From an optimization exercise on the open Yosys and OpenROAD flow, aimed at small area; shortcuts taken in it are not production practice. In this exercise RTL edits were held to simulation tests only and were not proved equivalent to the original. Power is estimated from default activity; no workload was simulated.

== v35 ==
==> flow/design.v (excerpt) <==
module Processor(CLK, RESET_b, WAIT_b, WR_b, RD_b, MREQ_b, IORQ_b, NMI_b, INT_b,
                 Data_OUT, Data_IN, Addr,
                 WAIT_F_b, Flush_b, FHRQ_b, Data_Fetch, Addr_Fetch);
For scale: roughly 8100 cells after synthesis, ~700 flip-flops, about 54000 um2 of cells after synthesis.
==> flow/config.mk <==
export PLATFORM = sky130hd
export DESIGN_NAME = Processor
export DESIGN_NICKNAME = Processor
export VERILOG_FILES = /design/flow/design.v
export SDC_FILE = /design/flow/constraint.sdc
export NUM_CORES = 4
export LEC_CHECK = 0
export ABC_AREA = 1
export CAP_MARGIN = 35
export CORE_MARGIN = 2
export CORE_UTILIZATION = 40
export CTS_BUF_LIST = sky130_fd_sc_hd__clkbuf_16
export CTS_CLUSTER_DIAMETER = 90
export CTS_CLUSTER_SIZE = 18
export GPL_TIMING_DRIVEN = 0
export SLEW_MARGIN = 35
==> flow/constraint.sdc <==
create_clock -name core_clock -period 20.0 [get_ports {CLK}]
set_input_delay 4.0000 -clock core_clock [delete_from_list [all_inputs] [get_ports {CLK}]]
set_output_delay 4.0000 -clock core_clock [all_outputs]
set_load 0.01 [all_outputs]
run.sh (not shown) runs the stock make flow with config.mk's settings and CLKGATE_MAP_FILE= SYNTH_SCRIPT=/design/flow/synth_recipe.tcl, a recipe that flattens the netlist after the stock synthesis.
--- input diff v35..v24 ---
- swapping 40 for 50 in CORE_UTILIZATION
- clearing CTS_CLUSTER_SIZE, which used to be 18
- clearing CTS_BUF_LIST, which used to be sky130_fd_sc_hd__clkbuf_16
- clearing CTS_CLUSTER_DIAMETER, which used to be 90
==> flow/flow/run.sh (new file) <==
#!/bin/bash
# The standard layout (standard.sh) with two changes in how it is made:
# * logic mapping: ORFS's ABC area script is swapped for flow/abc_area.script,
#   which maps for area with ABC's area mapper (ten rounds of choice
#   computation and area mapping) instead of the delay-oriented mapper and
#   its buffering and upsizing; the clock period here leaves ample slack.
#   Everything else in synthesis (and the register names and cells) is as in
#   the standard synthesis: only the copy of the ORFS scripts that
#   SCRIPTS_DIR points to differs, in that one file.
# * clock-tree synthesis builds larger leaf clusters with clkbuf_16 and adds
#   no dummy balancing loads.
set -euo pipefail
rm -rf scripts_area
cp -r "$FLOW_HOME/scripts" scripts_area
cp flow/abc_area.script scripts_area/abc_area.script
export SCRIPTS_DIR="$PWD/scripts_area"
export CTS_ARGS="-sink_clustering_enable -repair_clock_nets -dont_use_dummy_load -buf_list sky130_fd_sc_hd__clkbuf_16 -sink_clustering_size 18 -sink_clustering_max_diameter 90"
bash standard.sh > standard.log 2>&1
==> flow/flow/abc_area.script (new file) <==
strash
dch -f
amap
strash
dch -f
amap
strash
dch -f
amap
strash
dch -f
amap
strash
dch -f
amap
strash
dch -f
amap
strash
dch -f
amap
strash
dch -f
amap
strash
dch -f
amap
strash
dch -f
amap
topo
==> flow/standard.sh (new file) <==
#!/bin/bash
# synth_recipe.tcl (not shown) runs the flow's synth.tcl, then flattens the netlist and writes it again
# the make line also repeats each setting of config.mk as NAME=value (left out here)
make -C /OpenROAD-flow-scripts/flow DESIGN_CONFIG=/design/flow/config.mk WORK_HOME=/design/flow/orfs CLKGATE_MAP_FILE= SYNTH_SCRIPT=/design/flow/synth_recipe.tcl "${@:-finish}"
removed: flow/run.sh
==> summary.txt <==
[compare] base=v35 new=v24: core occupancy in the finished layout went up, remaining max-slew budget at the tightest pin went down, combinational group power went down, routed wire length went down. Having completed the whole flow, v24 delivered a layout that passed the timing, design-rule and antenna checks. Of the two values seen for endpoint of the most critical setup path, CORE.ex1.esl1.Flags_out[2]$_SDFFCE_PN0N_ was produced by v35 and Flush_b by v24. Summary of v24 over v35: layout clock buffer count has decreased; layout overhead on the synthesized area now sits higher.
The inputs of v49 differ from those of v24 as listed below.
- CORE_UTILIZATION changed from 50 to 40
==> comparison <==
Of v49 and v24, the higher total length of routed wires belongs to v49. As far as proportion of register bits with asynchronous set or reset after synthesis goes, v49 and v24 are indistinguishable; the numbers are identical. The run with more setup slack is v24; v49 has less. Comparing v24 with v49, the overall power consumption came out essentially unchanged. Row ratio of total power to cell area: v49 lower / v24 higher. Portion of the layout cell area used by clock cells: v49 vs v24 — no meaningful difference. Comparing v49 and v24, the lower register-to-register slack was measured on v24. Going from v24 to v49, the final worst-path cycle share was found to have gone up by 0.91 points. | fraction of met2 tracks used by global routing | lower: v49 |.
Inputs modified between v49 and v42:
diff --git a/flow/flow/run.sh b/flow/flow/run.sh
--- a/flow/flow/run.sh
+++ b/flow/flow/run.sh
@@ -2,5 +2,5 @@
 # The standard layout (standard.sh) with two changes in how it is made:
 # * logic mapping: ORFS's ABC area script is swapped for flow/abc_area.script,
-#   which maps for area with ABC's area mapper (ten rounds of choice
+#   which maps for area with ABC's area mapper (three rounds of choice
 #   computation and area mapping) instead of the delay-oriented mapper and
 #   its buffering and upsizing; the clock period here leaves ample slack.
==> flow/flow/abc_area.script <==
strash
dch -f
amap
strash
dch -f
amap
strash
dch -f
amap
topo
Results
- Changes observed in v42 relative to v49: number of buffers added on ports held, cell count grew by 249, number of cells produced by synthesis rose by 2.2%, global routing usage on met2 increased 3.9 points, via count of the first global-routing pass saw an increase.
- v42: sum of met3 wire segment lengths after detailed routing about 18% above v49
- Changes observed in v42 relative to v49: global router's overall resource usage moved up, fraction of area in multi-input gates saw little to no change.
- In terms of starting density of the core, v49 and v42 differ only marginally.
- Compared v42 against v49; hold slack within noise.

========
== job 101 ==
Processor, a different RTL version from the one above (not shown whole).
For scale: ~700 flip-flops, ~48000 µm² of cells after synthesis.
export LEC_CHECK = 0
export ABC_AREA = 1
export CAP_MARGIN = 35
export CORE_MARGIN = 2
export CORE_UTILIZATION = 55
export GPL_TIMING_DRIVEN = 0
export SLEW_MARGIN = 35
create_clock -name core_clock -period 20.0 [get_ports {CLK}]
standard.sh (not shown) runs the stock make flow with config.mk's settings and CLKGATE_MAP_FILE= SYNTH_SCRIPT=/design/flow/synth_recipe.tcl, a recipe that flattens the netlist after the stock synthesis.
==> flow/flow/run.sh <==
#!/bin/bash
# The standard layout (standard.sh) with two changes in how it is made:
# * logic mapping: ORFS's ABC area script is swapped for flow/abc_area.script,
#   which maps for area with ABC's area mapper (ten rounds of choice
#   computation and area mapping) instead of the delay-oriented mapper and
#   its buffering and upsizing; the clock period here leaves ample slack.
#   Everything else in synthesis (and the register names and cells) is as in
#   the standard synthesis: only the copy of the ORFS scripts that
#   SCRIPTS_DIR points to differs, in that one file.
# * clock-tree synthesis builds larger leaf clusters with clkbuf_16 and adds
#   no dummy balancing loads.
set -euo pipefail
rm -rf scripts_area
cp -r "$FLOW_HOME/scripts" scripts_area
cp flow/abc_area.script scripts_area/abc_area.script
export SCRIPTS_DIR="$PWD/scripts_area"
export CTS_ARGS="-sink_clustering_enable -repair_clock_nets -dont_use_dummy_load -buf_list sky130_fd_sc_hd__clkbuf_16 -sink_clustering_size 18 -sink_clustering_max_diameter 90"
bash standard.sh > standard.log 2>&1
==> flow/flow/abc_area.script <==
strash
dch -f
amap
strash
dch -f
amap
strash
dch -f
amap
strash
dch -f
amap
strash
dch -f
amap
strash
dch -f
amap
strash
dch -f
amap
strash
dch -f
amap
strash
dch -f
amap
strash
dch -f
amap
topo
Job 101: no failed stages, no open violations at the end
The inputs of job 103 differ from those of job 101 as listed below.
# job 101
export LEC_CHECK = 0
export ABC_AREA = 1
export CAP_MARGIN = 35
export CORE_MARGIN = 2
export CORE_UTILIZATION = 55
export GPL_TIMING_DRIVEN = 0
export SLEW_MARGIN = 35
create_clock -name core_clock -period 20.0 [get_ports {CLK}]
# job 103
export LEC_CHECK = 0
export ABC_AREA = 1
export CAP_MARGIN = 35
export CORE_MARGIN = 2
export CORE_UTILIZATION = 50
export GPL_TIMING_DRIVEN = 0
export SLEW_MARGIN = 35
create_clock -name core_clock -period 20.0 [get_ports {CLK}]
Results
A worst setup path category of reg -> reg is what job 101 shows, while reg -> out belongs to job 103.
[compare] base=job 101 new=job 103: met3 usage in global routing went down, critical path data arrival time went down, effective utilization at floorplan went down.

========
Setup of AL:
Processor, a different RTL version from the one above (not shown whole).
Size in the first run: roughly 8,300 cells after synthesis, roughly 0.055 mm² of cells after synthesis.
Design Processor, start of the top module:
module Processor(CLK, RESET_b, WAIT_b, WR_b, RD_b, MREQ_b, IORQ_b, NMI_b, INT_b,
                 Data_OUT, Data_IN, Addr,
                 WAIT_F_b, Flush_b, FHRQ_b, Data_Fetch, Addr_Fetch);
Settings: LEC_CHECK=0, ABC_AREA=1, CAP_MARGIN=35, CORE_MARGIN=2, CORE_UTILIZATION=40, GPL_TIMING_DRIVEN=0, SLEW_MARGIN=35; clock period 20.0 ns.
==> flow/flow/run.sh <==
#!/bin/bash
# The standard layout, with clock-tree synthesis told to build fewer,
# larger leaf clusters and not to add dummy balancing loads.
set -euo pipefail
export CTS_ARGS="-sink_clustering_enable -repair_clock_nets -dont_use_dummy_load -buf_list sky130_fd_sc_hd__clkbuf_16 -sink_clustering_size 18 -sink_clustering_max_diameter 90"
bash standard.sh > standard.log 2>&1
diff inputs: AL => PW
Settings: putting CTS_BUF_LIST at sky130_fd_sc_hd__clkbuf_16 where nothing was set; putting CTS_CLUSTER_SIZE at 18 where nothing was set; putting CTS_CLUSTER_DIAMETER at 90 where nothing was set.
==> flow/run.sh (new file) <==
#!/bin/bash
# synth_recipe.tcl (not shown) runs the flow's synth.tcl, then flattens the netlist and writes it again
# the make line also repeats each setting of config.mk as NAME=value (left out here)
make -C /OpenROAD-flow-scripts/flow DESIGN_CONFIG=/design/flow/config.mk WORK_HOME=/design/flow/orfs CLKGATE_MAP_FILE= SYNTH_SCRIPT=/design/flow/synth_recipe.tcl finish
removed: flow/flow/run.sh
removed: flow/standard.sh
--- outcome ---
- Synthesized area came out exactly the same in AL and PW.
- AL and PW ended up with roughly the same total wire length after detailed routing.
- Headroom to the max-slew limit: PW vs AL down 2.6 points
- Going from AL to PW, wire length of the first global-routing pass flat; violation count after the first detailed-route iteration up 4.3%; final-layout worst hold slack down 0.0041 ns; minimum setup slack in the final design up 0.029 ns; final standard cell count with taps included and fillers excluded up 42.
- Going from AL to PW, the transition time at the pin with the least slew margin was found to have gone up by 0.039 ns.
- Post-synthesis area per instance: PW vs AL identical

[re-timing with driven ports]
In the flow no input, the clock included, has a driving cell. The finished layouts below were timed again as built, in two steps. Step 1 (the two cells are an assumption about what drives the block):
set clk [get_ports {CLK}]
set_driving_cell -lib_cell sky130_fd_sc_hd__clkbuf_16 $clk
set_driving_cell -lib_cell sky130_fd_sc_hd__buf_2 [delete_from_list [all_inputs] $clk]
Step 2 times the ports against the registers' clock, not the clock port: input delays grow and output delays shrink by t, the midpoint of the rising clock arrivals with the driver on. a / b / c = ideal ports / drivers / drivers and shift; a / b = the first two.
run | t (ns) | slack for setup (ns) | cell pins on the clock port's net
v35 | 0.751 | 6.131 / 6.131 / 6.131 | 1
v24 | 0.729 | 3.326 / 3.250 / 3.362 | 1
v49 | 0.714 | 3.143 / 3.071 / 3.785 | 1
v42 | 0.705 | 2.771 / 2.771 / 2.771 | 1
job 101 | 0.703 | 3.110 / 3.110 / 3.110 | 1
job 103 | 0.724 | 3.551 / 3.481 / 3.619 | 1
AL | 0.728 | 5.498 / 5.498 / 5.498 | 1
PW | 0.756 | 5.527 / 5.527 / 5.527 | 1
After both steps setup and hold are still met in every run listed.
